Source: an optimization exercise on an open RTL-to-GDS flow (aim: small area, a short achievable clock period and few clock cycles). Production flows keep margins and buffers that such runs may drop. RTL that was checked went through simulation tests only; none was proved equivalent to the original. For run 1, only the layout was checked, not whether the RTL still works.

===== flow/config.mk =====
export PLATFORM = sky130hd
export DESIGN_NAME = cordicMagPh
export DESIGN_NICKNAME = cordicMagPh
export VERILOG_FILES = /design/flow/design.v
export SDC_FILE = /design/flow/constraint.sdc
export NUM_CORES = 4
export LEC_CHECK = 0
export ABC_AREA = 1
export CAP_MARGIN = 20
export CORE_MARGIN = 2
export CORE_UTILIZATION = 55
export SETUP_SLACK_MARGIN = 3.85
export SLEW_MARGIN = 20

===== flow/constraint.sdc =====
create_clock -name core_clock -period 8.0 [get_ports {clk}]
set_input_delay 1.6000 -clock core_clock [delete_from_list [all_inputs] [get_ports {clk}]]
set_output_delay 1.6000 -clock core_clock [all_outputs]
set_load 0.01 [all_outputs]

===== flow/design.v =====
module cordicMagPh
   #(parameter integer N        = 13,  
     parameter integer XY_WIDTH = 18)  
    (input  wire                           clk,
     input  wire                           reset,    
     input  wire                           st,       
     input  wire signed [XY_WIDTH - 1 : 0] xin,      
     input  wire signed [XY_WIDTH - 1 : 0] yin,      
     output reg                            rdy,      
     output wire        [XY_WIDTH - 1 : 0] mag,      
     output wire signed [XY_WIDTH + 1 : 0] ph);      
    reg         [18 : 0] x;      
    reg         [20 : 0] w;      
    reg         [18 : 0] z;      
    reg         [3 : 0]  cnt;    
    reg                  yzp;    
    reg                  qrt;    
    wire sx = xin[17];
    wire sy = yin[17];
    wire yz = (yin == 18'd0);
    wire [17 : 0] ax = xin ^ {18{sx}};
    wire [17 : 0] ay = yin ^ {18{sy}};
    wire [17 : 0] hs = ax ^ ay;
    wire [17 : 0] hc = ax & ay;
    wire sub1 = ~(sx ^ sy);
    wire [18 : 0] z1 = yz ? 19'd0 : ((sx ^ sy) ? 19'h70000 : 19'h10000);
    wire neg = w[20];                       
    wire pos = ~neg;
    reg  [18 : 0] ysh;                      
    reg  [18 : 0] xmk;                      
    reg  [15 : 0] at;                       
    always @(*) begin
        case (cnt)
            4'd1: begin
                ysh = {w[20], w[19], w[18], w[17], w[16], w[15], w[14], w[13], w[12], w[11], w[10], w[9], w[8], w[7], w[6], w[5], w[4], w[3], w[2]};
                xmk = {{18{1'b1}}, 1'd0};
                at  = 16'd38688;
            end
            4'd2: begin
                ysh = {w[20], w[20], w[20], w[19], w[18], w[17], w[16], w[15], w[14], w[13], w[12], w[11], w[10], w[9], w[8], w[7], w[6], w[5], w[4]};
                xmk = {{17{1'b1}}, 2'd0};
                at  = 16'd20441;
            end
            4'd3: begin
                ysh = {w[20], w[20], w[20], w[20], w[20], w[19], w[18], w[17], w[16], w[15], w[14], w[13], w[12], w[11], w[10], w[9], w[8], w[7], w[6]};
                xmk = {{16{1'b1}}, 3'd0};
                at  = 16'd10376;
            end
            4'd4: begin
                ysh = {w[20], w[20], w[20], w[20], w[20], w[20], w[20], w[19], w[18], w[17], w[16], w[15], w[14], w[13], w[12], w[11], w[10], w[9], w[8]};
                xmk = {{15{1'b1}}, 4'd0};
                at  = 16'd5208;
            end
            4'd5: begin
                ysh = {w[20], w[20], w[20], w[20], w[20], w[20], w[20], w[20], w[20], w[19], w[18], w[17], w[16], w[15], w[14], w[13], w[12], w[11], w[10]};
                xmk = {{14{1'b1}}, 5'd0};
                at  = 16'd2606;
            end
            4'd6: begin
                ysh = {w[20], w[20], w[20], w[20], w[20], w[20], w[20], w[20], w[20], w[20], w[20], w[19], w[18], w[17], w[16], w[15], w[14], w[13], w[12]};
                xmk = {{13{1'b1}}, 6'd0};
                at  = 16'd1303;
            end
            4'd7: begin
                ysh = {w[20], w[20], w[20], w[20], w[20], w[20], w[20], w[20], w[20], w[20], w[20], w[20], w[20], w[19], w[18], w[17], w[16], w[15], w[14]};
                xmk = {{12{1'b1}}, 7'd0};
                at  = 16'd651;
            end
            4'd8: begin
                ysh = {w[20], w[20], w[20], w[20], w[20], w[20], w[20], w[20], w[20], w[20], w[20], w[20], w[20], w[20], w[20], w[19], w[18], w[17], w[16]};
                xmk = {{11{1'b1}}, 8'd0};
                at  = 16'd325;
            end
            4'd9: begin
                ysh = {w[20], w[20], w[20], w[20], w[20], w[20], w[20], w[20], w[20], w[20], w[20], w[20], w[20], w[20], w[20], w[20], w[20], w[19], w[18]};
                xmk = {{10{1'b1}}, 9'd0};
                at  = 16'd162;
            end
            4'd10: begin  
                ysh = 19'd0;
                xmk = 19'd0;
                at  = 16'd81;
            end
            4'd11: begin  
                ysh = {1'b0, w[17 : 0]};
                xmk = 19'd0;
                at  = 16'd0;
            end
            default: begin
                ysh = 19'd0;
                xmk = 19'd0;
                at  = 16'd0;
            end
        endcase
    end
    wire fin = (cnt == 4'd11);
    wire negx = neg & ~fin;
    wire [18 : 0] xn;
    cordicAdd #(19) addx (.a(st ? {1'b0, hs} : x), .b(st ? {hc, sx} : (ysh ^ {19{negx}})),
                          .cin(st ? sy : (fin ? w[18] : neg)), .s(xn));
    wire [20 : 0] xm = {2'b00, x & xmk};
    wire [20 : 0] ws;
    cordicAdd #(21) addw (.a(st ? {{3{yin[17]}}, yin} : w),
                          .b(st ? ({{3{xin[17]}}, xin} ^ {21{sub1}}) : (xm ^ {21{pos}})),
                          .cin(st ? sub1 : pos), .s(ws));
    wire [20 : 0] wn = {ws[19 : 0], 1'b0};
    wire n10 = neg;
    wire [11 : 0] y10 = {w[20], w[20 : 10]};
    wire [11 : 0] a10 = {3'b000, x[18 : 10]} ^ {12{~n10}};
    wire [11 : 0] y11;
    cordicAdd #(12) addy11 (.a(y10), .b(a10), .cin(~n10), .s(y11));
    wire n11 = y11[11];
    wire [11 : 0] b11 = {4'b0000, x[18 : 11]};
    wire e11 = n10 & (&x[10 : 0]);
    wire [11 : 0] bm = ~b11;
    wire [11 : 0] sm = y10 ^ a10 ^ bm;
    wire [11 : 0] cm = (y10 & a10) | (y10 & bm) | (a10 & bm);
    wire [11 : 0] tm;
    cordicAdd #(12) addm (.a(sm), .b({cm[10 : 0], ~n10}), .cin(~e11), .s(tm));
    wire [11 : 0] sp = y10 ^ a10 ^ b11;
    wire [11 : 0] cp = (y10 & a10) | (y10 & b11) | (a10 & b11);
    wire [11 : 0] tp;
    cordicAdd #(12) addp (.a(sp), .b({cp[10 : 0], ~n10}), .cin(e11), .s(tp));
    wire n12 = n11 ? tp[11] : tm[11];
    wire [17 : 0] gha, ghb;
    wire gcy;
    cordicGain gain (.x(x), .n({n12, n11, n10}), .ha(gha), .hb(ghb), .cy(gcy));
    reg [6 : 0] kt;
    always @(*) begin
        case ({qrt, w[20], w[19]})
            3'b000: kt = 7'sd60;
            3'b001: kt = 7'sd20;
            3'b010: kt = -7'sd20;
            3'b011: kt = -7'sd60;
            3'b100: kt = -7'sd60;
            3'b101: kt = -7'sd20;
            3'b110: kt = 7'sd20;
            3'b111: kt = 7'sd60;
        endcase
    end
    wire last = (cnt == 4'd10);
    wire zneg = neg ^ qrt;
    wire [18 : 0] zb = fin ? {{12{kt[6]}}, kt} : ({3'b000, at} ^ {19{zneg}});
    wire [18 : 0] zn;
    cordicAdd #(19) addz (.a(z), .b(zb), .cin(~fin & zneg), .s(zn));
    always @(posedge clk or posedge reset)
    if (reset) begin
        rdy <= 1'b0;
        yzp <= 1'b0;
        cnt <= 4'd12;
    end else begin
        if (st) begin
            rdy <= 1'b0;
            yzp <= yz;
            cnt <= yz ? 4'd12 : 4'd1;
        end else begin
            yzp <= 1'b0;
            if (yzp | fin)
                rdy <= 1'b1;
            if (cnt != 4'd12)
                cnt <= cnt + 4'd1;
        end
    end
    always @(posedge clk) begin
        if (st) begin
            x   <= xn;
            w   <= wn;
            z   <= z1;
            qrt <= sx;
        end else begin
            w   <= last ? {n11, n12, gcy, ghb} : wn;
            z   <= zn;
            x   <= last ? {1'b0, gha} : xn;
        end
    end
    wire [18 : 0] zs = (z[18 : 17] == 2'b01) ? 19'h20000 :
                       (z[18 : 17] == 2'b10) ? 19'h60000 : z;
    wire zs0 = (z == 19'd0);        
    wire [1 : 0] top = ~qrt ? {zs[18], zs[18]} : (zs0 ? 2'b01 : (zs[18] ? 2'b00 : 2'b11));
    assign ph  = {top, zs[17 : 0]};
    assign mag = x[17 : 0];
endmodule
module cordicGain (input wire [18 : 0] x, input wire [2 : 0] n,
                   output wire [17 : 0] ha, output wire [17 : 0] hb, output wire cy);
    wire m1 = x[16] ^ x[13];
    wire m2 = x[16] & x[13];
    wire m3 = x[17] ^ x[14] ^ ~x[12];
    wire m4 = (x[17] & x[14]) | (x[17] & ~x[12]) | (x[14] & ~x[12]);
    wire m5 = x[18] ^ x[15] ^ ~x[13];
    wire m6 = (x[18] & x[15]) | (x[18] & ~x[13]) | (x[15] & ~x[13]);
    wire m7 = x[16] ^ ~x[14];
    wire m8 = x[16] & ~x[14];
    wire m9 = x[17] ^ ~x[15];
    wire m10 = x[17] & ~x[15];
    wire m11 = x[18] ^ ~x[16];
    wire m12 = x[18] & ~x[16];
    wire m13 = x[11] ^ x[8];
    wire m14 = x[11] & x[8];
    wire m15 = x[12] ^ x[9] ^ ~x[7];
    wire m16 = (x[12] & x[9]) | (x[12] & ~x[7]) | (x[9] & ~x[7]);
    wire m17 = x[13] ^ x[10] ^ ~x[8];
    wire m18 = (x[13] & x[10]) | (x[13] & ~x[8]) | (x[10] & ~x[8]);
    wire m19 = x[14] ^ x[11] ^ ~x[9];
    wire m20 = (x[14] & x[11]) | (x[14] & ~x[9]) | (x[11] & ~x[9]);
    wire m21 = ~x[6] ^ ~x[3];
    wire m22 = ~x[6] & ~x[3];
    wire m23 = x[15] ^ x[12] ^ ~x[10];
    wire m24 = (x[15] & x[12]) | (x[15] & ~x[10]) | (x[12] & ~x[10]);
    wire m25 = ~x[7] ^ ~x[4] ^ x[1];
    wire m26 = (~x[7] & ~x[4]) | (~x[7] & x[1]) | (~x[4] & x[1]);
    wire m27 = ~x[11] ^ ~x[8] ^ ~x[5];
    wire m28 = (~x[11] & ~x[8]) | (~x[11] & ~x[5]) | (~x[8] & ~x[5]);
    wire m29 = x[2] ^ x[0] ^ m1;
    wire m30 = (x[2] & x[0]) | (x[2] & m1) | (x[0] & m1);
    wire m31 = ~x[9] ^ ~x[6] ^ x[3];
    wire m32 = (~x[9] & ~x[6]) | (~x[9] & x[3]) | (~x[6] & x[3]);
    wire m33 = x[1] ^ m3 ^ m2;
    wire m34 = (x[1] & m3) | (x[1] & m2) | (m3 & m2);
    wire m35 = ~x[10] ^ ~x[7] ^ x[4];
    wire m36 = (~x[10] & ~x[7]) | (~x[10] & x[4]) | (~x[7] & x[4]);
    wire m37 = x[2] ^ m5 ^ m4;
    wire m38 = (x[2] & m5) | (x[2] & m4) | (m5 & m4);
    wire m39 = ~x[11] ^ ~x[8] ^ x[5];
    wire m40 = (~x[11] & ~x[8]) | (~x[11] & x[5]) | (~x[8] & x[5]);
    wire m41 = x[3] ^ m7 ^ m6;
    wire m42 = (x[3] & m7) | (x[3] & m6) | (m7 & m6);
    wire m43 = ~x[12] ^ ~x[9] ^ x[6];
    wire m44 = (~x[12] & ~x[9]) | (~x[12] & x[6]) | (~x[9] & x[6]);
    wire m45 = x[4] ^ m9 ^ m8;
    wire m46 = (x[4] & m9) | (x[4] & m8) | (m9 & m8);
    wire m47 = ~x[13] ^ ~x[10] ^ x[7];
    wire m48 = (~x[13] & ~x[10]) | (~x[13] & x[7]) | (~x[10] & x[7]);
    wire m49 = x[5] ^ m11 ^ m10;
    wire m50 = (x[5] & m11) | (x[5] & m10) | (m11 & m10);
    wire m51 = ~x[17] ^ ~x[14] ^ ~x[11];
    wire m52 = (~x[17] & ~x[14]) | (~x[17] & ~x[11]) | (~x[14] & ~x[11]);
    wire m53 = x[8] ^ x[6] ^ m12;
    wire m54 = (x[8] & x[6]) | (x[8] & m12) | (x[6] & m12);
    wire m55 = ~x[18] ^ ~x[15] ^ ~x[12];
    wire m56 = (~x[18] & ~x[15]) | (~x[18] & ~x[12]) | (~x[15] & ~x[12]);
    wire m57 = x[9] ^ x[7];
    wire m58 = x[9] & x[7];
    wire m59 = ~x[16] ^ ~x[13] ^ x[10];
    wire m60 = (~x[16] & ~x[13]) | (~x[16] & x[10]) | (~x[13] & x[10]);
    wire m61 = ~x[17] ^ ~x[14];
    wire m62 = ~x[17] & ~x[14];
    wire m63 = ~x[18] ^ ~x[15];
    wire m64 = ~x[18] & ~x[15];
    wire m65 = x[8] ^ x[5];
    wire m66 = x[8] & x[5];
    wire m67 = x[9] ^ x[6] ^ ~x[4];
    wire m68 = (x[9] & x[6]) | (x[9] & ~x[4]) | (x[6] & ~x[4]);
    wire m69 = x[10] ^ x[7] ^ ~x[5];
    wire m70 = (x[10] & x[7]) | (x[10] & ~x[5]) | (x[7] & ~x[5]);
    wire m71 = ~x[6] ^ ~x[3] ^ ~x[0];
    wire m72 = (~x[6] & ~x[3]) | (~x[6] & ~x[0]) | (~x[3] & ~x[0]);
    wire m73 = ~x[4] ^ ~x[1] ^ m15;
    wire m74 = (~x[4] & ~x[1]) | (~x[4] & m15) | (~x[1] & m15);
    wire m75 = ~x[5] ^ ~x[2] ^ m17;
    wire m76 = (~x[5] & ~x[2]) | (~x[5] & m17) | (~x[2] & m17);
    wire m77 = x[0] ^ m19 ^ m21;
    wire m78 = (x[0] & m19) | (x[0] & m21) | (m19 & m21);
    wire m79 = m23 ^ m25 ^ m20;
    wire m80 = (m23 & m25) | (m23 & m20) | (m25 & m20);
    wire m81 = m27 ^ m29 ^ m24;
    wire m82 = (m27 & m29) | (m27 & m24) | (m29 & m24);
    wire m83 = m31 ^ m33 ^ m28;
    wire m84 = (m31 & m33) | (m31 & m28) | (m33 & m28);
    wire m85 = m35 ^ m37 ^ m32;
    wire m86 = (m35 & m37) | (m35 & m32) | (m37 & m32);
    wire m87 = m39 ^ m41 ^ m36;
    wire m88 = (m39 & m41) | (m39 & m36) | (m41 & m36);
    wire m89 = m43 ^ m45 ^ m40;
    wire m90 = (m43 & m45) | (m43 & m40) | (m45 & m40);
    wire m91 = m47 ^ m49 ^ m44;
    wire m92 = (m47 & m49) | (m47 & m44) | (m49 & m44);
    wire m93 = m51 ^ m53 ^ m48;
    wire m94 = (m51 & m53) | (m51 & m48) | (m53 & m48);
    wire m95 = m55 ^ m57 ^ m52;
    wire m96 = (m55 & m57) | (m55 & m52) | (m57 & m52);
    wire m97 = x[8] ^ m59 ^ m56;
    wire m98 = (x[8] & m59) | (x[8] & m56) | (m59 & m56);
    wire m99 = x[11] ^ x[9] ^ m61;
    wire m100 = (x[11] & x[9]) | (x[11] & m61) | (x[9] & m61);
    wire m101 = x[12] ^ x[10] ^ m63;
    wire m102 = (x[12] & x[10]) | (x[12] & m63) | (x[10] & m63);
    wire m103 = ~x[16] ^ x[13] ^ x[11];
    wire m104 = (~x[16] & x[13]) | (~x[16] & x[11]) | (x[13] & x[11]);
    wire m105 = ~x[17] ^ x[14];
    wire m106 = ~x[17] & x[14];
    wire m107 = ~x[18] ^ x[15];
    wire m108 = ~x[18] & x[15];
    wire m109 = x[5] ^ x[2];
    wire m110 = x[5] & x[2];
    wire m111 = x[6] ^ x[3] ^ ~x[1];
    wire m112 = (x[6] & x[3]) | (x[6] & ~x[1]) | (x[3] & ~x[1]);
    wire m113 = x[7] ^ x[4] ^ ~x[2];
    wire m114 = (x[7] & x[4]) | (x[7] & ~x[2]) | (x[4] & ~x[2]);
    wire m115 = ~x[3] ^ ~x[0] ^ m65;
    wire m116 = (~x[3] & ~x[0]) | (~x[3] & m65) | (~x[0] & m65);
    wire m117 = ~x[1] ^ m67 ^ m66;
    wire m118 = (~x[1] & m67) | (~x[1] & m66) | (m67 & m66);
    wire m119 = ~x[2] ^ m69 ^ m68;
    wire m120 = (~x[2] & m69) | (~x[2] & m68) | (m69 & m68);
    wire m121 = m13 ^ m71 ^ m70;
    wire m122 = (m13 & m71) | (m13 & m70) | (m71 & m70);
    wire m123 = m14 ^ m73 ^ m72;
    wire m124 = (m14 & m73) | (m14 & m72) | (m73 & m72);
    wire m125 = m16 ^ m75 ^ m74;
    wire m126 = (m16 & m75) | (m16 & m74) | (m75 & m74);
    wire m127 = m18 ^ m77 ^ m76;
    wire m128 = (m18 & m77) | (m18 & m76) | (m77 & m76);
    wire m129 = m22 ^ m79 ^ m78;
    wire m130 = (m22 & m79) | (m22 & m78) | (m79 & m78);
    wire m131 = m26 ^ m81 ^ m80;
    wire m132 = (m26 & m81) | (m26 & m80) | (m81 & m80);
    wire m133 = m30 ^ m83 ^ m82;
    wire m134 = (m30 & m83) | (m30 & m82) | (m83 & m82);
    wire m135 = m34 ^ m85 ^ m84;
    wire m136 = (m34 & m85) | (m34 & m84) | (m85 & m84);
    wire m137 = m38 ^ m87 ^ m86;
    wire m138 = (m38 & m87) | (m38 & m86) | (m87 & m86);
    wire m139 = m42 ^ m89 ^ m88;
    wire m140 = (m42 & m89) | (m42 & m88) | (m89 & m88);
    wire m141 = m46 ^ m91 ^ m90;
    wire m142 = (m46 & m91) | (m46 & m90) | (m91 & m90);
    wire m143 = m50 ^ m93 ^ m92;
    wire m144 = (m50 & m93) | (m50 & m92) | (m93 & m92);
    wire m145 = m54 ^ m95 ^ m94;
    wire m146 = (m54 & m95) | (m54 & m94) | (m95 & m94);
    wire m147 = m58 ^ m97 ^ m96;
    wire m148 = (m58 & m97) | (m58 & m96) | (m97 & m96);
    wire m149 = m60 ^ m99 ^ m98;
    wire m150 = (m60 & m99) | (m60 & m98) | (m99 & m98);
    wire m151 = m62 ^ m101 ^ m100;
    wire m152 = (m62 & m101) | (m62 & m100) | (m101 & m100);
    wire m153 = m64 ^ m103 ^ m102;
    wire m154 = (m64 & m103) | (m64 & m102) | (m103 & m102);
    wire m155 = x[12] ^ m105 ^ m104;
    wire m156 = (x[12] & m105) | (x[12] & m104) | (m105 & m104);
    wire m157 = x[13] ^ m107 ^ m106;
    wire m158 = (x[13] & m107) | (x[13] & m106) | (m107 & m106);
    wire m159 = x[16] ^ x[14] ^ m108;
    wire m160 = (x[16] & x[14]) | (x[16] & m108) | (x[14] & m108);
    wire m161 = x[17] ^ x[15];
    wire m162 = x[17] & x[15];
    wire m163 = x[18] ^ x[16];
    wire m164 = x[18] & x[16];
    wire m165 = n[2] ? ((~n[0] & ~n[1]) | (n[0] & n[1])) : ((n[0] ^ n[1]));
    wire m166 = n[2] ? ((n[0] ^ n[1]) | (n[0] & n[1])) : ((n[0] & n[1]));
    wire m167 = n[2] ? ((~n[0] & ~n[1]) | (n[0] & n[1])) : ((n[0] ^ n[1]));
    wire m168 = n[2] ? ((n[0] ^ n[1]) | (n[0] & n[1])) : ((n[0] & n[1]));
    wire m169 = n[2] ? ((n[0] ^ n[1])) : ((~n[0] & ~n[1]) | (n[0] & n[1]));
    wire m170 = n[2] ? ((n[0] ^ n[1]) | (n[0] & n[1])) : ((n[0] & n[1]));
    wire m171 = n[2] ? ((n[0] ^ n[1]) | (n[0] & n[1])) : ((n[0] & n[1]));
    wire m172 = n[2] ? ((n[0] & n[1])) : ((~n[0] & ~n[1]));
    wire m173 = n[2] ? ((n[0] ^ n[1])) : ((n[0] & n[1]));
    wire m174 = n[2] ? ((n[0] ^ n[1]) | (n[0] & n[1])) : ((n[0] & n[1]));
    wire m175 = n[2] ? ((n[0] & n[1])) : ((~n[0] & ~n[1]));
    wire m176 = n[2] ? ((n[0] ^ n[1])) : ((n[0] & n[1]));
    wire m177 = n[2] ? ((n[0] ^ n[1]) | (n[0] & n[1])) : ((n[0] & n[1]));
    wire m178 = n[2] ? ((~n[0] & ~n[1]) | (n[0] ^ n[1])) : ((n[0] ^ n[1]) | (n[0] & n[1]));
    wire m179 = n[2] ? ((n[0] & n[1])) : (1'b0);
    wire m180 = n[2] ? ((~n[0] & ~n[1]) | (n[0] & n[1])) : ((n[0] ^ n[1]));
    wire m181 = n[2] ? ((n[0] ^ n[1]) | (n[0] & n[1])) : ((n[0] & n[1]));
    wire m182 = x[3] ^ x[0];
    wire m183 = x[3] & x[0];
    wire m184 = x[4] ^ x[1] ^ m168;
    wire m185 = (x[4] & x[1]) | (x[4] & m168) | (x[1] & m168);
    wire m186 = ~x[0] ^ m109 ^ m169;
    wire m187 = (~x[0] & m109) | (~x[0] & m169) | (m109 & m169);
    wire m188 = m111 ^ m110 ^ m170;
    wire m189 = (m111 & m110) | (m111 & m170) | (m110 & m170);
    wire m190 = m113 ^ m112 ^ m171;
    wire m191 = (m113 & m112) | (m113 & m171) | (m112 & m171);
    wire m192 = m115 ^ m114 ^ m172;
    wire m193 = (m115 & m114) | (m115 & m172) | (m114 & m172);
    wire m194 = m117 ^ m116 ^ m173;
    wire m195 = (m117 & m116) | (m117 & m173) | (m116 & m173);
    wire m196 = m119 ^ m118 ^ m174;
    wire m197 = (m119 & m118) | (m119 & m174) | (m118 & m174);
    wire m198 = m121 ^ m120 ^ m175;
    wire m199 = (m121 & m120) | (m121 & m175) | (m120 & m175);
    wire m200 = m123 ^ m122 ^ m176;
    wire m201 = (m123 & m122) | (m123 & m176) | (m122 & m176);
    wire m202 = m125 ^ m124 ^ m177;
    wire m203 = (m125 & m124) | (m125 & m177) | (m124 & m177);
    wire m204 = m127 ^ m126 ^ m178;
    wire m205 = (m127 & m126) | (m127 & m178) | (m126 & m178);
    wire m206 = m129 ^ m128 ^ m179;
    wire m207 = (m129 & m128) | (m129 & m179) | (m128 & m179);
    wire m208 = m131 ^ m130 ^ m180;
    wire m209 = (m131 & m130) | (m131 & m180) | (m130 & m180);
    wire m210 = m133 ^ m132 ^ m181;
    wire m211 = (m133 & m132) | (m133 & m181) | (m132 & m181);
    wire m212 = m135 ^ m134;
    wire m213 = m135 & m134;
    wire m214 = m137 ^ m136;
    wire m215 = m137 & m136;
    wire m216 = m139 ^ m138;
    wire m217 = m139 & m138;
    wire m218 = m141 ^ m140;
    wire m219 = m141 & m140;
    wire m220 = m143 ^ m142;
    wire m221 = m143 & m142;
    wire m222 = m145 ^ m144;
    wire m223 = m145 & m144;
    wire m224 = m147 ^ m146 ^ 1'b1;
    wire m225 = (m147 & m146) | (m147 & 1'b1) | (m146 & 1'b1);
    wire m226 = m149 ^ m148 ^ 1'b1;
    wire m227 = (m149 & m148) | (m149 & 1'b1) | (m148 & 1'b1);
    wire m228 = m151 ^ m150 ^ 1'b1;
    wire m229 = (m151 & m150) | (m151 & 1'b1) | (m150 & 1'b1);
    wire m230 = m153 ^ m152;
    wire m231 = m153 & m152;
    wire m232 = m155 ^ m154 ^ 1'b1;
    wire m233 = (m155 & m154) | (m155 & 1'b1) | (m154 & 1'b1);
    wire m234 = m157 ^ m156 ^ 1'b1;
    wire m235 = (m157 & m156) | (m157 & 1'b1) | (m156 & 1'b1);
    wire m236 = m159 ^ m158;
    wire m237 = m159 & m158;
    wire m238 = m161 ^ m160 ^ 1'b1;
    wire m239 = (m161 & m160) | (m161 & 1'b1) | (m160 & 1'b1);
    wire m240 = m163 ^ m162 ^ 1'b1;
    wire m241 = (m163 & m162) | (m163 & 1'b1) | (m162 & 1'b1);
    wire m242 = x[17] ^ m164 ^ 1'b1;
    wire m243 = (x[17] & m164) | (x[17] & 1'b1) | (m164 & 1'b1);
    wire m244 = x[18] ^ 1'b1;
    wire m245 = x[18] & 1'b1;
    wire [34 : 0] ra = {m244, m242, m240, m238, m236, m234, m232, m230, m228, m226, m224, m222, m220, m218, m216, m214, m212, m210, m208, m206, m204, m202, m200, m198, m196, m194, m192, m190, m188, m186, m184, m167, x[2], x[1], x[0]};
    wire [34 : 0] rb = {m243, m241, m239, m237, m235, m233, m231, m229, m227, m225, m223, m221, m219, m217, m215, m213, m211, m209, m207, m205, m203, m201, m199, m197, m195, m193, m191, m189, m187, m185, m183, m182, 1'b0, m166, m165};
    wire [17 : 0] lo;
    cordicAdd #(18) low (.a({1'b0, ra[16 : 0]}), .b({1'b0, rb[16 : 0]}), .cin(1'b0), .s(lo));
    assign ha = ra[34 : 17];
    assign hb = rb[34 : 17];
    assign cy = lo[17];
endmodule
module cordicAdd #(parameter integer W = 19)
    (input wire [W - 1 : 0] a, input wire [W - 1 : 0] b, input wire cin,
     output wire [W - 1 : 0] s);
    localparam integer L = $clog2(W);
    wire [W - 1 : 0] p = a ^ b;
    wire [W - 1 : 0] g0 = a & b;
    wire [W - 1 : 0] gg [0 : L];
    wire [W - 1 : 0] pp [0 : L];
    assign gg[0] = {g0[W - 1 : 1], g0[0] | (p[0] & cin)};
    assign pp[0] = p;
    genvar l, i;
    generate
        for (l = 0; l < L; l = l + 1) begin : lv
            for (i = 0; i < W; i = i + 1) begin : bt
                if ((i >> l) & 1) begin : cmb
                    localparam integer J = ((i >> l) << l) - 1;
                    assign gg[l + 1][i] = gg[l][i] | (pp[l][i] & gg[l][J]);
                    assign pp[l + 1][i] = pp[l][i] & pp[l][J];
                end else begin : pas
                    assign gg[l + 1][i] = gg[l][i];
                    assign pp[l + 1][i] = pp[l][i];
                end
            end
        end
    endgenerate
    assign s = p ^ {gg[L][W - 2 : 0], cin};
endmodule

===== flow/flow/run.sh =====
#!/bin/bash
# The standard layout, with one change to synthesis: no adder cells are
# extracted (ADDER_MAP_FILE empty), so ABC maps the adders and carry-save
# trees from plain gates. Registers are mapped as in the standard synthesis.
set -euo pipefail
bash standard.sh ADDER_MAP_FILE= synth > synth.log 2>&1
bash standard.sh > layout.log 2>&1

===== flow/standard.sh =====
#!/bin/bash
# synth_recipe.tcl (not shown) runs the flow's synth.tcl, then flattens the netlist and writes it again
# the make line also repeats each setting of config.mk as NAME=value (left out here)
make -C /OpenROAD-flow-scripts/flow DESIGN_CONFIG=/design/flow/config.mk WORK_HOME=/design/flow/orfs CLKGATE_MAP_FILE= SYNTH_SCRIPT=/design/flow/synth_recipe.tcl "${@:-finish}"

==> flow_metrics.env, run 1 <==
export IMPL_crit_fanout=10
export IMPL_synth_cells=2355
export IMPL_dr_max_layer_used="met4"
export IMPL_ys_types=72
export IMPL_met2_length_um=19500
export IMPL_wl_met3_um=4259
export IMPL_first_pass_iters=10
export IMPL_fill_cells=2257
export IMPL_netlist_top_cell_by_area="nand2_1"
export IMPL_cts_root_buf="clkbuf_16"
export IMPL_yosysTopAreaCellShare_pct=21.88
export IMPL_cts_inserted_buffers=9
export IMPL_core_area_um2=22710
export IMPL_hold_violations=0
export IMPL_io_pins=78
export IMPL_final_nets=2420
export IMPL_clk_pin_slew_ns=0.07
export IMPL_yosysWarnings=5
export IMPL_totalWireLength_um=45750
export IMPL_synthTopCellsByArea="nand2_1 22%, dfxtp_1 9.3%, inv_1 8.3%, nor2_1 7.4%, xor2_1 7.2%"
export IMPL_holdWs_ns=0.5334
export IMPL_place_gp_congestion=0.9947
export IMPL_drt_met1_wl_um=19480
export IMPL_fin_ws_ns=3.994
export IMPL_post_route_cell_area_um2=14040
export IMPL_cp_required_ns=8.25
export IMPL_synth_top_family_by_area="simple AND/OR/NAND/NOR gates"
export IMPL_netlist_area_um2=12750
export IMPL_max_slew_margin_rel_pct=45.23
export IMPL_diodes=0
export IMPL_slew_violations=0
export IMPL_first_iter_violations=1626
export IMPL_critical_path_class="in2reg"
export IMPL_outcome="complete, no violations"
export IMPL_post_drt_wl_per_cell_um=17.13
export IMPL_grt_max_degree=58
export IMPL_start_util_pct=56.13
export IMPL_min_period_ns=4.006
export IMPL_die_h_um=156.2
export IMPL_cpMaxStageDelayCell="or2_1"
export IMPL_maxCapViolCount=0
export IMPL_dp_slack_ns=2.779
export IMPL_synth_nets=2394
export IMPL_area_growth_pct=10.12
export IMPL_final_layout_size_suffix_gt1_share_pct=11.82
export IMPL_synth_main_ff_cell="dfxtp_1"
export IMPL_track_usage_pct=37.30
export IMPL_ant_nets=0
export IMPL_hp_start="yzp"
export IMPL_grt_pass1_vias=13250
export IMPL_cpMostUsedCell="nand2_1"
export IMPL_synthMuxAreaShare_pct=0.1571
export IMPL_r2r_start="x[9]"
export IMPL_clock_sinks=66
export IMPL_clk_latency_ns=0.36
export IMPL_synth_xor_area_share_pct=10.31
export IMPL_ys_ff_latch=66
export IMPL_instances_no_fill=2671
export IMPL_hpwl_um=35600
export IMPL_ys_seq_area_share_pct=10.70
export IMPL_async_flop_share_pct=9.091
export IMPL_port_buffers=77
export IMPL_crit_arrival_ns=4.26
export IMPL_syn_avg_cell_area_um2=5.412
export IMPL_r2r_end="w[18]"
export IMPL_clock_path_buffers=2
export IMPL_end_kind="flop"
export IMPL_holdPathEnd="rdy"
export IMPL_die_w_um=156.2
export IMPL_rows=55
export IMPL_synth_compound_area_share_pct=16.52
export IMPL_reg2reg_depth=21
export IMPL_cts_hold_buf=0
export IMPL_synthSimpleGateAreaFrac_pct=48.66
export IMPL_dp_cells=2647
export IMPL_cts_tree="yes"
export IMPL_final_core_utilization_pct=61.81
export IMPL_min_path_type="reg2reg"
export IMPL_synth_adder_area_share_pct=0.07853
export IMPL_via_per_inst=5.647
export IMPL_htree_levels=3
export IMPL_drc=0
export IMPL_grt_pass1_wl_um=70990
export IMPL_cpPeakStageDelay_ns=0.27
export IMPL_final_common_cell="nand2_1"
export IMPL_min_period_over_period_pct=50.07
export IMPL_setup_tns_ns=0
export IMPL_dr_total_vias=15080
export IMPL_worst_pin_slew_ns=0.8186
export IMPL_rsz0062_at_grt="yes"
export IMPL_clock_skew_ns=0.01428
export IMPL_dieArea_um2=24410
export IMPL_finalSetupViolCount=0
export IMPL_r2r_slack_ns=4.17
export IMPL_synth_edf_count=1
export IMPL_place_area_um2=13420
export IMPL_max_freq_ghz=0.2496
export IMPL_overflow=0
export IMPL_cp_top_family="simple AND/OR/NAND/NOR gates"
export IMPL_final_cell_mix="736 x nand2_1, 282 x inv_1, 247 x nor2_1, 138 x a21oi_1, 138 x nand3_1"
export IMPL_crit_buf_inv=3
export IMPL_whs_path_depth=2
export IMPL_critPathLaunchType="input port"
export IMPL_antenna_found_initial=0
final cells by class:
cell class              count  area [µm²]  share of cell area (%)
clock buffers               9       225.2                   1.605
clock inverters             7       83.83                  0.5973
inverters                 326        1244                   8.861
multi-input cells        1886        9752                   69.48
flip-flops and latches     66        1379                   9.823
well taps                 285       356.6                   2.541
repair buffers             92       996.0                   7.096
worst max-delay path by stage:
stage,cells after the start,endpoint,startpoint
2_1_floorplan,25,w[12],xin[17]
3_3_place_gp,22,w[12],yin[17]
3_5_place_dp,19,w[20],yin[17]
4_1_cts,25,w[12],xin[0]
5_1_grt,20,w[18],st
6_report,26,w[12],xin[17]
worst min-delay path: stages (launching register included):
cell	delay [ns]
dfrtp_1	0.33
nor2_1	0.04
a21oi_1	0.13
per-layer routing:
metal	vias up	global-route usage, %
met2	734	58.32
met4	0	16.64
li1	7501	-
met3	136	5.428
met5	-	0
met1	6712	50.87
sequential cells by signal, indices dropped and copies added (netlist names):
register,cells
z,19
qrt,1
w,21
x,19
rdy,1
yzp,1
cnt,4
kinds of logic after synthesis:
kind of cell / count (synthesis)
buffers and inverters: 403
muxes: 2
DFF: 66
and+or+nand+nor: 1373
AOI/OAI and AO/OA: 360
xor gates and xnor gates: 150
adders and majority gates: 1
cell usage after synthesis, types with 14 or more instances:
| library cell | instances |
|---|---|
| xnor2_1 | 45 |
| o21ai_0 | 112 |
| buf_2 | 26 |
| inv_1 | 282 |
| o21ai_1 | 16 |
| nand3_1 | 140 |
| nor3_1 | 26 |
| nor2_2 | 19 |
| o22ai_1 | 33 |
| clkbuf_1 | 22 |
| or2_2 | 32 |
| xor2_1 | 105 |
| dfxtp_1 | 59 |
| inv_2 | 34 |
| nor2_1 | 251 |
| nand4_1 | 21 |
| nand3_2 | 20 |
| nand2_2 | 50 |
| nand2_1 | 743 |
| or2_1 | 14 |
| a21oi_1 | 138 |
timing repair:
action / 4_1_cts / 5_1_grt
buffers inserted: 1 / 4
endpoints found under the setup margin: 28 / 21
resized for setup: 17 / 39
pin swaps: 2 / 9
cloned: 2 / 1
==> run 2, diff against run 1 <==
--- a/flow/design.v
+++ b/flow/design.v
@@ -175,7 +175,7 @@
     end
     wire [18 : 0] zs = (z[18 : 17] == 2'b01) ? 19'h20000 :
                        (z[18 : 17] == 2'b10) ? 19'h60000 : z;
-    wire zs0 = (z == 19'd0);        
+    wire zs0 = (zs == 19'd0);
     wire [1 : 0] top = ~qrt ? {zs[18], zs[18]} : (zs0 ? 2'b01 : (zs[18] ? 2'b00 : 2'b11));
     assign ph  = {top, zs[17 : 0]};
     assign mag = x[17 : 0];
--- a/flow/config.mk
+++ b/flow/config.mk
@@ -9,5 +9,6 @@
 export CAP_MARGIN = 20
 export CORE_MARGIN = 2
 export CORE_UTILIZATION = 55
+export CTS_BUF_LIST = sky130_fd_sc_hd__clkbuf_4 sky130_fd_sc_hd__clkbuf_8
 export SETUP_SLACK_MARGIN = 3.85
 export SLEW_MARGIN = 20
==> flow_metrics.env, run 2 <==
export IMPL_crit_fanout=8
export IMPL_synth_compound_area_share_pct=18.02
export IMPL_synth_main_ff_cell="dfxtp_1"
export IMPL_regMostFlops="w"
export IMPL_holdWs_ns=0.5202
export IMPL_cts_inserted_buffers=9
export IMPL_post_drt_wl_per_cell_um=16.97
export IMPL_regArea_um2=1374
export IMPL_hold_violations=0
export IMPL_yosysTopAreaCellShare_pct=22.21
export IMPL_track_usage_pct=36.52
export IMPL_clock_path_buffers=2
export IMPL_overflow=0
export IMPL_end_kind="output port"
export IMPL_die_w_um=153.6
export IMPL_cpMaxStageDelayCell="or4_1"
export IMPL_async_flop_share_pct=9.091
export IMPL_synth_edf_count=1
export IMPL_ys_types=70
export IMPL_clk_pin_slew_ns=0.09
export IMPL_ys_seq_area_share_pct=11.09
export IMPL_antenna_found_initial=1
export IMPL_final_common_cell="nand2_1"
export IMPL_cpMostUsedCell="nor3_1"
export IMPL_via_per_inst=5.681
export IMPL_final_nets=2386
export IMPL_io_pins=78
export IMPL_instances_no_fill=2633
export IMPL_area_growth_pct=10.63
export IMPL_crit_buf_inv=2
export IMPL_critPathLaunchType="flop"
export IMPL_synth_top_family_by_area="simple AND/OR/NAND/NOR gates"
export IMPL_syn_avg_cell_area_um2=5.323
export IMPL_synth_nets=2350
export IMPL_final_layout_size_suffix_gt1_share_pct=9.609
export IMPL_grt_pass1_wl_um=69130
export IMPL_outcome="complete, no violations"
export IMPL_critical_path_class="reg2out"
export IMPL_final_cell_mix="726 x nand2_1, 286 x inv_1, 259 x nor2_1, 137 x a21oi_1, 135 x nand3_1"
export IMPL_setup_tns_ns=0
export IMPL_yosysMostFrequentCell="nand2_1"
export IMPL_synth_xor_area_share_pct=10.59
export IMPL_clock_skew_ns=0.01560
export IMPL_synth_adder_area_share_pct=0
export IMPL_min_period_ns=3.966
export IMPL_port_buffers=77
export IMPL_max_slew_margin_rel_pct=50.24
export IMPL_htree_levels=3
export IMPL_synthMuxAreaShare_pct=0.08137
export IMPL_maxCapViolCount=0
export IMPL_core_area_um2=21890
export IMPL_start_util_pct=56.20
export IMPL_max_freq_ghz=0.2521
export IMPL_cts_root_buf="clkbuf_8"
export IMPL_first_iter_violations=1589
export IMPL_clk_latency_ns=0.38
export IMPL_cp_top_family="simple AND/OR/NAND/NOR gates"
export IMPL_fill_cells=2294
export IMPL_crit_arrival_ns=2.37
export IMPL_ys_top_cells_by_count="728 x nand2_1, 288 x inv_1, 264 x nor2_1"
export IMPL_min_path_type="reg2reg"
export IMPL_multi_input_area_um2=9343
export IMPL_netlist_area_um2=12300
export IMPL_rsz0062_at_grt="yes"
export IMPL_cp_required_ns=6.40
export IMPL_worst_pin_slew_ns=0.7453
export IMPL_ys_ff_latch=66
export IMPL_slew_violations=0
export IMPL_synthTopCellsByArea="nand2_1 22%, dfxtp_1 9.6%, inv_1 8.8%, nor2_1 8.1%, xor2_1 7.3%"
export IMPL_ant_nets=0
export IMPL_die_h_um=153.6
export IMPL_dr_total_vias=14960
export IMPL_dieArea_um2=23580
export IMPL_grt_pass1_vias=13120
export IMPL_finalSetupViolCount=0
export IMPL_cpPeakStageDelay_ns=0.52
export IMPL_worstPathCellList="inv_1 > nor2_4 > nor3_1 > or4_1 > nor3_1 > a21oi_1 > clkdlybuf4s50_1"
export IMPL_drc=0
export IMPL_min_period_over_period_pct=49.58
export IMPL_grt_max_degree=55
export IMPL_hpwl_um=34770
export IMPL_top_regs="w (21), x (19), z (19)"
export IMPL_dp_cells=2603
export IMPL_largest_reg_flops=21
export IMPL_final_core_utilization_pct=62.17
export IMPL_totalWireLength_um=44680
export IMPL_yosysWarnings=5
export IMPL_netlist_top_cell_by_area="nand2_1"
export IMPL_clock_sinks=66
export IMPL_first_pass_iters=6
export IMPL_synthSimpleGateAreaFrac_pct=46.57
export IMPL_cts_tree="yes"
export IMPL_rows=54
export IMPL_synth_cells=2311
export IMPL_place_gp_congestion=1.035
run 2: cells by family after synthesis:
family | after synthesis
buffers and inverters | 405
flip-flops | 66
multiplexers | 1
AO/OA/AOI/OAI | 378
XOR/XNOR | 147
AND/OR/NAND/NOR | 1314
run 2: timing repair:
| action | CTS | global route |
|---|---|---|
| resized for setup | 20 | 32 |
| gates cloned | 1 | 2 |
| buffers inserted | 3 | 7 |
| hold buffers | 0 | 0 |
| endpoints found under the setup margin | 35 | 34 |
| pin swaps | 4 | 8 |
run 2: worst paths after layout:
| kind | from | to | slack, ns | cells after the start |
|---|---|---|---|---|
| hold reg to reg | yzp | rdy | 0.52 | 2 |
| hold / removal | yzp | rdy | 0.52 | 2 |
| setup reg to reg | x[10] | w[18] | 4.20 | 28 |
| max in group asynchronous | reset | cnt[2] | 6.33 | 2 |
| min in group asynchronous | reset | yzp | 1.42 | 2 |
| setup / recovery | z[17] | ph[19] | 4.03 | 7 |
run 2: through the flow:
| stage | worst slack [ns] | cell area [µm²] |
|---|---|---|
| 2_1_floorplan | 4.063 | 12300 |
| 3_3_place_gp | 2.789 | 13050 |
| 3_5_place_dp | 2.678 | 13070 |
| 4_1_cts | 3.878 | 13410 |
| 5_1_grt | 3.811 | 13610 |
| 6_report | 4.034 | 13610 |
run 2: cell type report:
class                      count  area share [%]
clock inverter                 6          0.6619
multi-input combinational   1840           68.65
timing repair buffer         100           7.704
inverter                     330           9.286
antenna                        1         0.01839
tap                          280           2.574
sequential                    66           10.09
clock buffer                  10           1.011
run 2: worst reg2reg max path, delay by kind of cell, from the launching register on:
kind | cells | cell delay, ns
AOI/OAI and AO/OA | 2 | 0.24
and+or+nand+nor | 24 | 2.49
buffers and inverters | 2 | 0.29
DFF | 1 | 0.72
run 2: layer usage:
layer	GRT usage, %	vias to the layer above	routed length (µm)
met3	5.637	138	4854
met4	14.11	0	1977
met5	0	-	0
met1	51.13	6644	19000
li1	-	7410	-
met2	56.40	767	18840
Testbench counts of run 2, summed over its fixed seeds: cycles 192,000.
==> run 3, diff against run 2 <==
--- a/flow/config.mk
+++ b/flow/config.mk
@@ -8,7 +8,7 @@
 export ABC_AREA = 1
 export CAP_MARGIN = 20
 export CORE_MARGIN = 2
-export CORE_UTILIZATION = 55
+export CORE_UTILIZATION = 60
 export CTS_BUF_LIST = sky130_fd_sc_hd__clkbuf_4 sky130_fd_sc_hd__clkbuf_8
-export SETUP_SLACK_MARGIN = 3.85
+export SETUP_SLACK_MARGIN = 4.05
 export SLEW_MARGIN = 20
==> flow_metrics.env, run 3 <==
export IMPL_largest_reg_flops=21
export IMPL_dieArea_um2=21660
export IMPL_clk_pin_slew_ns=0.08
export IMPL_start_util_pct=60.99
export IMPL_clk_latency_ns=0.38
export IMPL_cts_hold_buf=0
export IMPL_regMostFlops="w"
export IMPL_synth_xor_area_share_pct=10.59
export IMPL_max_slew_margin_rel_pct=46.58
export IMPL_end_kind="flop"
export IMPL_rsz0062_at_grt="yes"
export IMPL_cts_inserted_buffers=9
export IMPL_crit_arrival_ns=4.12
export IMPL_rows=52
export IMPL_grt_pass1_wl_um=69210
export IMPL_finalSetupViolCount=0
export IMPL_ys_seq_area_share_pct=11.09
export IMPL_synth_adder_area_share_pct=0
export IMPL_synthTopCellsByArea="nand2_1 22%, dfxtp_1 9.6%, inv_1 8.8%, nor2_1 8.1%, xor2_1 7.3%"
export IMPL_ys_types=70
export IMPL_netlist_area_um2=12300
export IMPL_core_area_um2=20170
export IMPL_synth_nets=2350
export IMPL_setup_tns_ns=0
export IMPL_antenna_found_initial=1
export IMPL_yosysMostFrequentCell="nand2_1"
export IMPL_ys_ff_latch=66
export IMPL_critPathLaunchType="input port"
export IMPL_worstPathCellList="clkbuf_4 > buf_12 > nor2_2 > inv_2 > nor2_1 > nand3b_1 > xor2_1 > a21o_1 > nand2_2 > a21boi_4 > a21boi_4 > nand3b_1 > nand2_4 > nand2_2 > nand2_1 > nand2_2 > nand2_1 > nand2_2 > nand2_1 > nand2_1 > nand2_1 > nand2_1 > nand2_1"
export IMPL_yosysTopAreaCellShare_pct=22.21
export IMPL_reg2reg_depth=30
export IMPL_clock_sinks=66
export IMPL_cts_tree="yes"
export IMPL_slew_violations=0
export IMPL_cp_required_ns=8.26
export IMPL_top_regs="w (21), x (19), z (19)"
export IMPL_worst_pin_slew_ns=0.7930
export IMPL_ys_top_cells_by_count="728 x nand2_1, 288 x inv_1, 264 x nor2_1"
export IMPL_critical_path_class="in2reg"
export IMPL_final_cell_mix="718 x nand2_1, 283 x inv_1, 256 x nor2_1, 134 x nand3_1, 132 x a21oi_1"
export IMPL_synth_main_ff_cell="dfxtp_1"
export IMPL_first_pass_iters=9
export IMPL_synthSimpleGateAreaFrac_pct=46.57
export IMPL_cpPeakStageDelay_ns=0.21
export IMPL_first_iter_violations=1644
export IMPL_grt_max_degree=57
export IMPL_fill_cells=1915
export IMPL_min_period_over_period_pct=48.22
export IMPL_post_drt_wl_per_cell_um=17.20
export IMPL_via_per_inst=5.822
export IMPL_cpMostUsedCell="nand2_1"
export IMPL_maxCapViolCount=0
export IMPL_track_usage_pct=39.94
export IMPL_ant_nets=0
export IMPL_place_gp_congestion=1.028
export IMPL_min_period_ns=3.858
export IMPL_dp_slack_ns=2.640
export IMPL_outcome="complete, no violations"
export IMPL_r2r_slack_ns=4.18
export IMPL_synth_compound_area_share_pct=18.02
export IMPL_overflow=0
export IMPL_cpMaxStageDelayCell="xor2_1"
export IMPL_regArea_um2=1376
export IMPL_fin_ws_ns=4.142
export IMPL_synthMuxAreaShare_pct=0.08137
export IMPL_holdWs_ns=0.5249
export IMPL_crit_end="w[12]"
export IMPL_crit_start="st"
export IMPL_dr_total_vias=15320
export IMPL_async_flop_share_pct=9.091
export IMPL_drc=0
export IMPL_htree_levels=3
export IMPL_port_buffers=77
export IMPL_r2r_end="w[18]"
export IMPL_synth_top_family_by_area="simple AND/OR/NAND/NOR gates"
export IMPL_max_freq_ghz=0.2592
export IMPL_area_growth_pct=13.14
export IMPL_crit_fanout=10
export IMPL_min_path_type="reg2reg"
export IMPL_grt_pass1_vias=13490
export IMPL_hpwl_um=34340
export IMPL_netlist_top_cell_by_area="nand2_1"
export IMPL_synth_edf_count=1
export IMPL_r2r_start="w[20]"
export IMPL_die_h_um=147.2
export IMPL_final_nets=2394
export IMPL_syn_avg_cell_area_um2=5.323
export IMPL_totalWireLength_um=45260
export IMPL_final_common_cell="nand2_1"
export IMPL_multi_input_area_um2=9593
export IMPL_synth_cells=2311
export IMPL_yosysWarnings=5
export IMPL_hold_violations=0
export IMPL_cts_root_buf="clkbuf_8"
export IMPL_clock_skew_ns=0.01578
export IMPL_final_layout_size_suffix_gt1_share_pct=11.69
export IMPL_clock_path_buffers=2
export IMPL_die_w_um=147.2
export IMPL_io_pins=78
==> run 3: cell count changes in the layout (fill, tap and decap cells not counted), sizes merged, moves of 2 or more <==
| cell | before | now |
|---|---|---|
| clkdlybuf4s50 | 72 | 70 |
| dlygate4sd2 | 0 | 2 |
| clkbuf | 14 | 16 |
| buf | 21 | 27 |
==> run 3: logic make-up (layout without fill, tap and decap cells) <==
| family | Yosys count | count (layout) |
|---|---|---|
| mux | 1 | 1 |
| compound gates | 378 | 378 |
| simple gates | 1314 | 1315 |
| xor+xnor | 147 | 147 |
| other cells | 0 | 1 |
| flops | 66 | 66 |
| buf+inv | 405 | 453 |
==> run 3: area by class of cell <==
class | instances | share of cell area (%)
flip-flops and latches | 66 | 9.889
multi-input cells | 1841 | 68.92
diodes | 1 | 0.01798
repair buffers | 107 | 8.190
clock buffers | 11 | 1.043
clock inverters | 5 | 0.3866
inverters | 330 | 9.124
well taps | 270 | 2.427
==> run 3: worst min path at each step <==
stage,start,end,slack (ns),cells past startpoint
CTS,yzp,rdy,0.52,2
global placement,yzp,rdy,0.50,2
detailed placement,yzp,rdy,0.51,2
floorplan,yzp,rdy,0.49,2
global route,yzp,rdy,0.55,2
finish,yzp,rdy,0.52,2
==> run 3: metal layers <==
layer,global-route usage (%),vias to the layer above,wire [µm]
met2,62.52,906,19310
met4,17.12,0,2241
met3,7.391,153,5323
met1,53.83,6827,18380
li1,-,7431,-
met5,0,-,0
==> run 3: per-stage QoR <==
step,cells,util (%),cell area [µm²]
global placement,2592,64.64,13040
CTS,2616,66.59,13430
global route,2630,68.99,13920
floorplan,2311,-,12300
detailed placement,2592,64.64,13040
finish,2631,69.01,13920
==> run 3: timing repair <==
action                     CTS  global route
pin swaps                    7            14
buffers inserted             6            10
cloned                       2             4
setup endpoints to repair   37            34
gates resized for setup     36            78
==> run 3: worst max-delay path, delay by kind of cell <==
kind | cells | cell delay, ns
compound gates | 3 | 0.40
xor+xnor | 1 | 0.21
buf+inv | 3 | 0.47
simple gates | 16 | 1.44
==> run 4, diff against run 3 <==
==> flow/flow/run.sh (replaced) <==
#!/bin/bash
# The standard layout, with two changes to synthesis only: no adder cells are
# extracted (ADDER_MAP_FILE empty), so ABC maps the adders and carry-save
# trees from plain gates, and ABC's area script maps for area (map -a).
# Registers are mapped exactly as in the standard synthesis.
set -euo pipefail
rm -rf scripts_x
cp -r "$FLOW_HOME/scripts" scripts_x
printf 'strash\ndch\nmap -a\ntopo\nstime -c\nbuffer -c\nupsize -c\ndnsize -c\n' > scripts_x/abc_area.script
bash standard.sh SCRIPTS_DIR="$PWD/scripts_x" ADDER_MAP_FILE= synth > synth.log 2>&1
bash standard.sh > layout.log 2>&1
--- a/flow/config.mk
+++ b/flow/config.mk
@@ -8,7 +8,6 @@
 export ABC_AREA = 1
 export CAP_MARGIN = 20
 export CORE_MARGIN = 2
-export CORE_UTILIZATION = 60
-export CTS_BUF_LIST = sky130_fd_sc_hd__clkbuf_4 sky130_fd_sc_hd__clkbuf_8
-export SETUP_SLACK_MARGIN = 4.05
+export CORE_UTILIZATION = 40
+export SETUP_SLACK_MARGIN = 3.85
 export SLEW_MARGIN = 20
==> flow_metrics.env, run 4 <==
export IMPL_clock_path_buffers=2
export IMPL_critical_path_class="in2reg"
export IMPL_regMostFlops="w"
export IMPL_fill_cells=2720
export IMPL_ys_ff_latch=66
export IMPL_yosysTopAreaCellShare_pct=13.96
export IMPL_core_area_um2=27100
export IMPL_outcome="complete, no violations"
export IMPL_htree_levels=3
export IMPL_regArea_um2=1411
export IMPL_worst_pin_slew_ns=0.7153
export IMPL_async_flop_share_pct=9.091
export IMPL_die_w_um=170.4
export IMPL_overflow=0
export IMPL_synth_top_family_by_area="simple AND/OR/NAND/NOR gates"
export IMPL_start_util_pct=40.88
export IMPL_busiest_layer="met2"
export IMPL_synth_adder_area_share_pct=0.1920
export IMPL_rsz0062_at_grt="yes"
export IMPL_min_path_type="reg2reg"
export IMPL_grt_pass1_wl_um=68460
export IMPL_instances_no_fill=2580
export IMPL_drc=0
export IMPL_hold_violations=0
export IMPL_grt_max_degree=45
export IMPL_ys_types=69
export IMPL_slew_violations=0
export IMPL_ys_seq_area_share_pct=12.31
export IMPL_crit_buf_inv=2
export IMPL_synth_main_ff_cell="dfxtp_1"
export IMPL_dr_total_vias=14030
export IMPL_cts_inserted_buffers=9
export IMPL_track_usage_pct=30.45
export IMPL_yosysWarnings=5
export IMPL_max_slew_margin_rel_pct=51.87
export IMPL_rows=60
export IMPL_clk_latency_ns=0.35
export IMPL_ant_nets=0
export IMPL_clk_pin_slew_ns=0.06
export IMPL_maxCapViolCount=0
export IMPL_totalWireLength_um=46970
export IMPL_port_buffers=77
export IMPL_synth_edf_count=1
export IMPL_synth_nets=2037
export IMPL_synth_compound_area_share_pct=25.57
export IMPL_multi_input_area_um2=8776
export IMPL_end_kind="flop"
export IMPL_antenna_found_initial=1
export IMPL_die_h_um=170.4
export IMPL_via_per_inst=5.439
export IMPL_cp_required_ns=8.24
export IMPL_finalSetupViolCount=0
export IMPL_first_pass_iters=7
export IMPL_cp_top_family="compound AO/OA/AOI/OAI gates"
export IMPL_area_growth_pct=33.87
export IMPL_cpMaxStageDelayCell="mux2i_1"
export IMPL_ys_top_cells_by_count="412 x nor2_1, 313 x inv_1, 276 x nand2_1"
export IMPL_min_period_ns=4.767
export IMPL_synth_cells=1998
export IMPL_max_freq_ghz=0.2098
export IMPL_first_iter_violations=1744
export IMPL_post_drt_wl_per_cell_um=18.21
export IMPL_use_met1_pct=41.22
export IMPL_place_gp_congestion=1.005
export IMPL_clock_skew_ns=0.01257
export IMPL_clock_sinks=66
export IMPL_min_period_over_period_pct=59.59
export IMPL_final_nets=2243
export IMPL_netlist_top_cell_by_area="nor2_1"
export IMPL_synth_xor_area_share_pct=15.10
export IMPL_synthTopCellsByArea="nor2_1 14%, dfxtp_1 11%, inv_1 11%, nand2_1 9.4%, xor2_1 9.3%"
export IMPL_final_layout_size_suffix_gt1_share_pct=21.06
export IMPL_worstPathCellList="buf_8 > mux2i_1 > xor2_2 > nor2_2 > nor2_2 > o21ai_2 > nand3_2 > nand2_2 > o21bai_4 > o21ai_2 > nor2_2 > a21oi_2 > maj3_2 > a21oi_4 > o21ai_4 > a31oi_4 > inv_2 > nand3_2 > nand2_2 > o21ai_2 > a21oi_4 > a21oi_2"
export IMPL_final_cell_mix="380 x nor2_1, 291 x inv_1, 264 x nand2_1, 167 x a21oi_1, 136 x buf_4"
export IMPL_synthMuxAreaShare_pct=0.09034
export IMPL_setup_tns_ns=0
export IMPL_diodes=0
export IMPL_top_regs="w (21), x (19), z (19)"
export IMPL_syn_avg_cell_area_um2=5.545
export IMPL_grt_pass1_vias=12480
export IMPL_crit_fanout=38
export IMPL_io_pins=78
export IMPL_cts_root_buf="clkbuf_16"
export IMPL_hpwl_um=33030
export IMPL_critPathLaunchType="input port"
export IMPL_cts_tree="yes"
export IMPL_yosysMostFrequentCell="nor2_1"
export IMPL_netlist_area_um2=11080
export IMPL_grt_util_met3_pct=5.721
export IMPL_dieArea_um2=29050
export IMPL_crit_arrival_ns=5.00
export IMPL_final_common_cell="nor2_1"
export IMPL_largest_reg_flops=21
export IMPL_use_met2_pct=46.59
export IMPL_synthSimpleGateAreaFrac_pct=31.54
export IMPL_cpPeakStageDelay_ns=0.48
export IMPL_dp_cells=2390
run 4: cell types whose count changed in the layout (fill, tap and decap cells not counted), sizes merged, moves of 11 or more:
cell,change
clkinvlp,+12
o21ai,+34
nor4,+12
xnor2,+30
buf,+158
a21boi,-11
a22oi,+15
a21oi,+46
nor2,+150
nand3,-119
or2,-28
xor2,+14
nand2,-481
nand3b,-14
run 4: kinds of logic after synthesis:
logic type	after synthesis
buffers and inverters	419
flip-flops	66
AO/OA/AOI/OAI	484
XOR/XNOR	191
adder cells (fa/ha/maj)	2
multiplexers	1
AND/OR/NAND/NOR	835
run 4: worst reg2reg max path: cells and delay by family, from the launching register on:
kind | cells | cell delay [ns]
and+or+nand+nor | 11 | 1.49
AOI/OAI and AO/OA | 7 | 1.24
buffers and inverters | 8 | 1.12
DFF | 1 | 0.62
run 4: worst paths after layout:
path	start	end	slack [ns]	depth (start not counted)
min in group asynchronous	reset	rdy	1.47	2
max reg2reg	cnt[3]	w[19]	3.40	26
min	yzp	rdy	0.52	2
min reg2reg	yzp	rdy	0.52	2
max in group asynchronous	reset	cnt[3]	6.29	2
max	st	w[18]	3.23	22
run 4: layout make-up:
cell class	instances	area share, %
tap	372	3.138
timing repair buffer	262	16.80
multi-input combinational	1513	59.17
inverter	351	9.440
clock buffer	11	1.569
timing repair inverter	1	0.05905
sequential	66	9.516
clock inverter	4	0.3037
run 4: repair_timing:
action,4_1_cts,5_1_grt
gates resized for setup,121,187
setup buffers,89,82
hold buffers,0,0
pin swaps,57,96
gates cloned,3,1
endpoints found under the setup margin,31,36
run 4: per-stage QoR:
stage	util (%)	area, µm²	worst slack [ns]	hold WS (ns)
finish	54.73	14830	3.233	0.5218
global route	54.73	14830	3.140	0.5345
CTS	49.86	13510	3.328	0.5157
detailed placement	44.51	12060	1.889	0.5076
global placement	44.51	12060	1.942	0.4973
floorplan	-	11120	3.314	0.4892
run 4: routing by layer:
layer / wire, µm / part of all wire [%] / vias to the layer above
met5: 0 / 0 / -
li1: - / - / 6801
met4: 2446 / 5.2 / 0
met3: 4443 / 9.5 / 160
met2: 20400 / 43 / 772
met1: 19690 / 42 / 6299
==> run 5, diff against run 4 <==
==> flow/flow/run.sh (replaced) <==
#!/bin/bash
# The standard layout with two changes:
#  * synthesis extracts no adder cells (ADDER_MAP_FILE empty), so ABC maps the
#    adders and carry-save trees from plain gates; registers are mapped exactly
#    as in the standard synthesis
#  * the port buffers are sky130_fd_sc_hd__buf_1 (the placer's repair still
#    resizes them where timing needs it); every port keeps its buffer
set -euo pipefail
bash standard.sh ADDER_MAP_FILE= synth > synth.log 2>&1
bash standard.sh "BUFFER_PORTS_ARGS=-buffer_cell sky130_fd_sc_hd__buf_1" > layout.log 2>&1
--- a/flow/config.mk
+++ b/flow/config.mk
@@ -8,6 +8,7 @@
 export ABC_AREA = 1
 export CAP_MARGIN = 20
 export CORE_MARGIN = 2
-export CORE_UTILIZATION = 40
+export CORE_UTILIZATION = 55
+export CTS_BUF_LIST = sky130_fd_sc_hd__clkbuf_4 sky130_fd_sc_hd__clkbuf_8
 export SETUP_SLACK_MARGIN = 3.85
 export SLEW_MARGIN = 20
==> flow_metrics.env, run 5 <==
export IMPL_max_slew_margin_rel_pct=47.61
export IMPL_netlist_top_cell_by_area="nand2_1"
export IMPL_r2r_start="cnt[3]"
export IMPL_cpMaxStageDelayCell="or2_4"
export IMPL_synth_top_family_by_area="simple AND/OR/NAND/NOR gates"
export IMPL_holdWs_ns=0.5374
export IMPL_hpwl_um=35270
export IMPL_final_layout_size_suffix_gt1_share_pct=9.091
export IMPL_dr_max_layer_used="met5"
export IMPL_drc=0
export IMPL_holdPathEnd="rdy"
export IMPL_wl_met3_um=4507
export IMPL_place_gp_congestion=0.9845
export IMPL_instances_no_fill=2623
export IMPL_yosysTopAreaCellShare_pct=22.21
export IMPL_min_period_ns=3.930
export IMPL_rsz0062_at_grt="yes"
export IMPL_rows=54
export IMPL_crit_buf_inv=2
export IMPL_ys_top_cells_by_count="728 x nand2_1, 288 x inv_1, 264 x nor2_1"
export IMPL_syn_avg_cell_area_um2=5.323
export IMPL_via_per_inst=5.690
export IMPL_synthMuxAreaShare_pct=0.08137
export IMPL_clock_skew_ns=0.01563
export IMPL_worstPathCellList="clkbuf_2 > buf_12 > xor2_4 > nand2_1 > nand2_1 > o21ai_0 > or2_4 > nand3_2 > a21o_1 > nand2_1 > a21boi_2 > a21boi_4 > nand3b_1 > nand2_2 > nand2_1 > nand3_1 > nand2_1 > nand3_1 > nand3_1 > nand2_1 > nand2_1 > nand2_1"
export IMPL_ys_ff_latch=66
export IMPL_yosysWarnings=5
export IMPL_r2r_end="w[20]"
export IMPL_dr_total_vias=14930
export IMPL_grt_max_degree=60
export IMPL_synth_main_ff_cell="dfxtp_1"
export IMPL_cts_hold_buf=0
export IMPL_met2_length_um=19090
export IMPL_die_h_um=153.6
export IMPL_final_nets=2377
export IMPL_reg2reg_depth=18
export IMPL_async_flop_share_pct=9.091
export IMPL_whs_path_depth=2
export IMPL_crit_fanout=9
export IMPL_hold_violations=0
export IMPL_cpMostUsedCell="nand2_1"
export IMPL_outcome="complete, no violations"
export IMPL_ant_nets=0
export IMPL_clk_pin_slew_ns=0.08
export IMPL_area_growth_pct=6.285
export IMPL_maxCapViolCount=0
export IMPL_regMostFlops="w"
export IMPL_cpPeakStageDelay_ns=0.28
export IMPL_first_iter_violations=1697
export IMPL_cts_root_buf="clkbuf_8"
export IMPL_yosysMostFrequentCell="nand2_1"
export IMPL_r2r_slack_ns=4.24
export IMPL_htree_levels=3
export IMPL_cts_inserted_buffers=9
export IMPL_synth_cells=2311
export IMPL_max_freq_ghz=0.2544
export IMPL_netlist_area_um2=12300
export IMPL_clock_sinks=66
export IMPL_clock_path_buffers=2
export IMPL_synth_nets=2350
export IMPL_finalSetupViolCount=0
export IMPL_post_drt_wl_per_cell_um=17.10
export IMPL_antenna_found_initial=1
export IMPL_synth_edf_count=1
export IMPL_critPathLaunchType="input port"
export IMPL_grt_pass1_wl_um=71100
export IMPL_io_pins=78
export IMPL_hp_start="yzp"
export IMPL_first_pass_iters=6
export IMPL_ys_seq_area_share_pct=11.09
export IMPL_synth_adder_area_share_pct=0
export IMPL_clk_latency_ns=0.39
export IMPL_start_util_pct=56.20
export IMPL_synth_compound_area_share_pct=18.02
export IMPL_ys_types=70
export IMPL_totalWireLength_um=44860
export IMPL_final_cell_mix="727 x nand2_1, 285 x inv_1, 259 x nor2_1, 137 x a21oi_1, 135 x nand3_1"
export IMPL_grt_pass1_vias=13420
export IMPL_cp_top_family="simple AND/OR/NAND/NOR gates"
export IMPL_min_period_over_period_pct=49.13
export IMPL_drt_met1_wl_um=19570
export IMPL_dp_cells=2601
export IMPL_min_path_type="reg2reg"
export IMPL_final_common_cell="nand2_1"
export IMPL_synthSimpleGateAreaFrac_pct=46.57
export IMPL_cp_required_ns=8.28
export IMPL_synth_xor_area_share_pct=10.59
export IMPL_largest_reg_flops=21
export IMPL_die_w_um=153.6
export IMPL_synthTopCellsByArea="nand2_1 22%, dfxtp_1 9.6%, inv_1 8.8%, nor2_1 8.1%, xor2_1 7.3%"
export IMPL_track_usage_pct=37.55
export IMPL_setup_tns_ns=0
export IMPL_overflow=0
export IMPL_cts_tree="yes"
export IMPL_slew_violations=0
export IMPL_worst_pin_slew_ns=0.7848
export IMPL_core_area_um2=21890
export IMPL_diodes=0
export IMPL_end_kind="flop"
export IMPL_port_buffers=77
export IMPL_critical_path_class="in2reg"
export IMPL_dieArea_um2=23580
export IMPL_crit_arrival_ns=4.21
export IMPL_top_regs="w (21), x (19), z (19)"
run 5: worst max-delay path by stage:
stage | start | end | slack (ns) | cells past startpoint
after floorplan | xin[17] | w[12] | 4.06 | 23
after detailed placement | yin[17] | w[18] | 2.50 | 17
final | xin[17] | w[20] | 4.07 | 22
after global placement | yin[17] | w[12] | 2.65 | 19
after CTS | st | w[20] | 3.80 | 23
after global routing | xin[17] | w[12] | 3.79 | 24
run 5: worst min-delay path, stage by stage (launching register included):
cell and delay, ns:
dfrtp_1 0.33, nor2_1 0.04, a21oi_1 0.13
run 5: cell type report:
type	count	area [µm²]
clock buffer	10	137.6
clock inverter	6	136.4
fill	2280	8816
inverter	330	1259
multi-input combinational	1840	9328
sequential	66	1371
tap	280	350.3
timing repair buffer	91	493.0
run 5: logic make-up (layout without fill, tap and decap cells):
group	Yosys count	count (layout)
multiplexers	1	1
AO/OA/AOI/OAI	378	378
AND/OR/NAND/NOR	1314	1314
XOR/XNOR	147	147
buffers and inverters	405	437
flip-flops	66	66
run 5: routing by layer:
metal / up-vias / global-route usage (%)
met2: 712 / 58.88
li1: 7385 / -
met5: - / 0
met3: 105 / 6.003
met4: 2 / 13.32
met1: 6722 / 52.19
run 5: repair_timing:
action                                  CTS  global route
pin swaps                                 0             2
setup buffers                             0             4
endpoints found under the setup margin   34            27
gates cloned                              0             2
resized for setup                        14            31
run 5: per-stage QoR:
| step | util (%) | worst slack, ns | area, µm² |
|---|---|---|---|
| after floorplan | - | 4.063 | 12300 |
| after global placement | 57.44 | 2.654 | 12570 |
| after detailed placement | 57.44 | 2.501 | 12570 |
| final | 59.73 | 4.070 | 13080 |
| after CTS | 58.93 | 3.797 | 12900 |
| after global routing | 59.73 | 3.793 | 13080 |

[port drivers added, routing unchanged]
In the flow no input, the clock included, has a driving cell. The finished layouts below were timed again as built, in two steps.
Step 1 (the two cells are an assumption about what drives the block):
set clk [get_ports {clk}]
set_driving_cell -lib_cell sky130_fd_sc_hd__clkbuf_16 $clk
set_driving_cell -lib_cell sky130_fd_sc_hd__buf_2 [delete_from_list [all_inputs] $clk]
Step 2 times the ports against the registers' clock, not the clock port: input delays grow and output delays shrink by t, the midpoint of the rising clock arrivals with the driver on.
a / b / c = ideal / step 1 / step 2; a / b = the first two.
| run | t (ns) | setup slack, ns | latest minus earliest clock arrival (ns) | slew at the worst register clock pin (ns) |
|---|---|---|---|---|
| run 1 | 0.404 | 3.994 / 4.023 / 3.618 | 0.014 / 0.015 | 0.07 / 0.07 |
| run 2 | 0.419 | 4.034 / 3.988 / 3.662 | 0.016 / 0.016 | 0.09 / 0.09 |
| run 3 | 0.415 | 4.142 / 4.114 / 3.748 | 0.016 / 0.015 | 0.09 / 0.09 |
| run 4 | 0.392 | 3.233 / 3.223 / 2.832 | 0.013 / 0.013 | 0.07 / 0.07 |
| run 5 | 0.433 | 4.070 / 4.071 / 3.638 | 0.016 / 0.015 | 0.09 / 0.09 |
After both steps setup and hold are still met in every run listed. For run 5, which loses most, drivers alone change the setup slack by +0.001 ns; drivers and shift together by -0.432 ns.
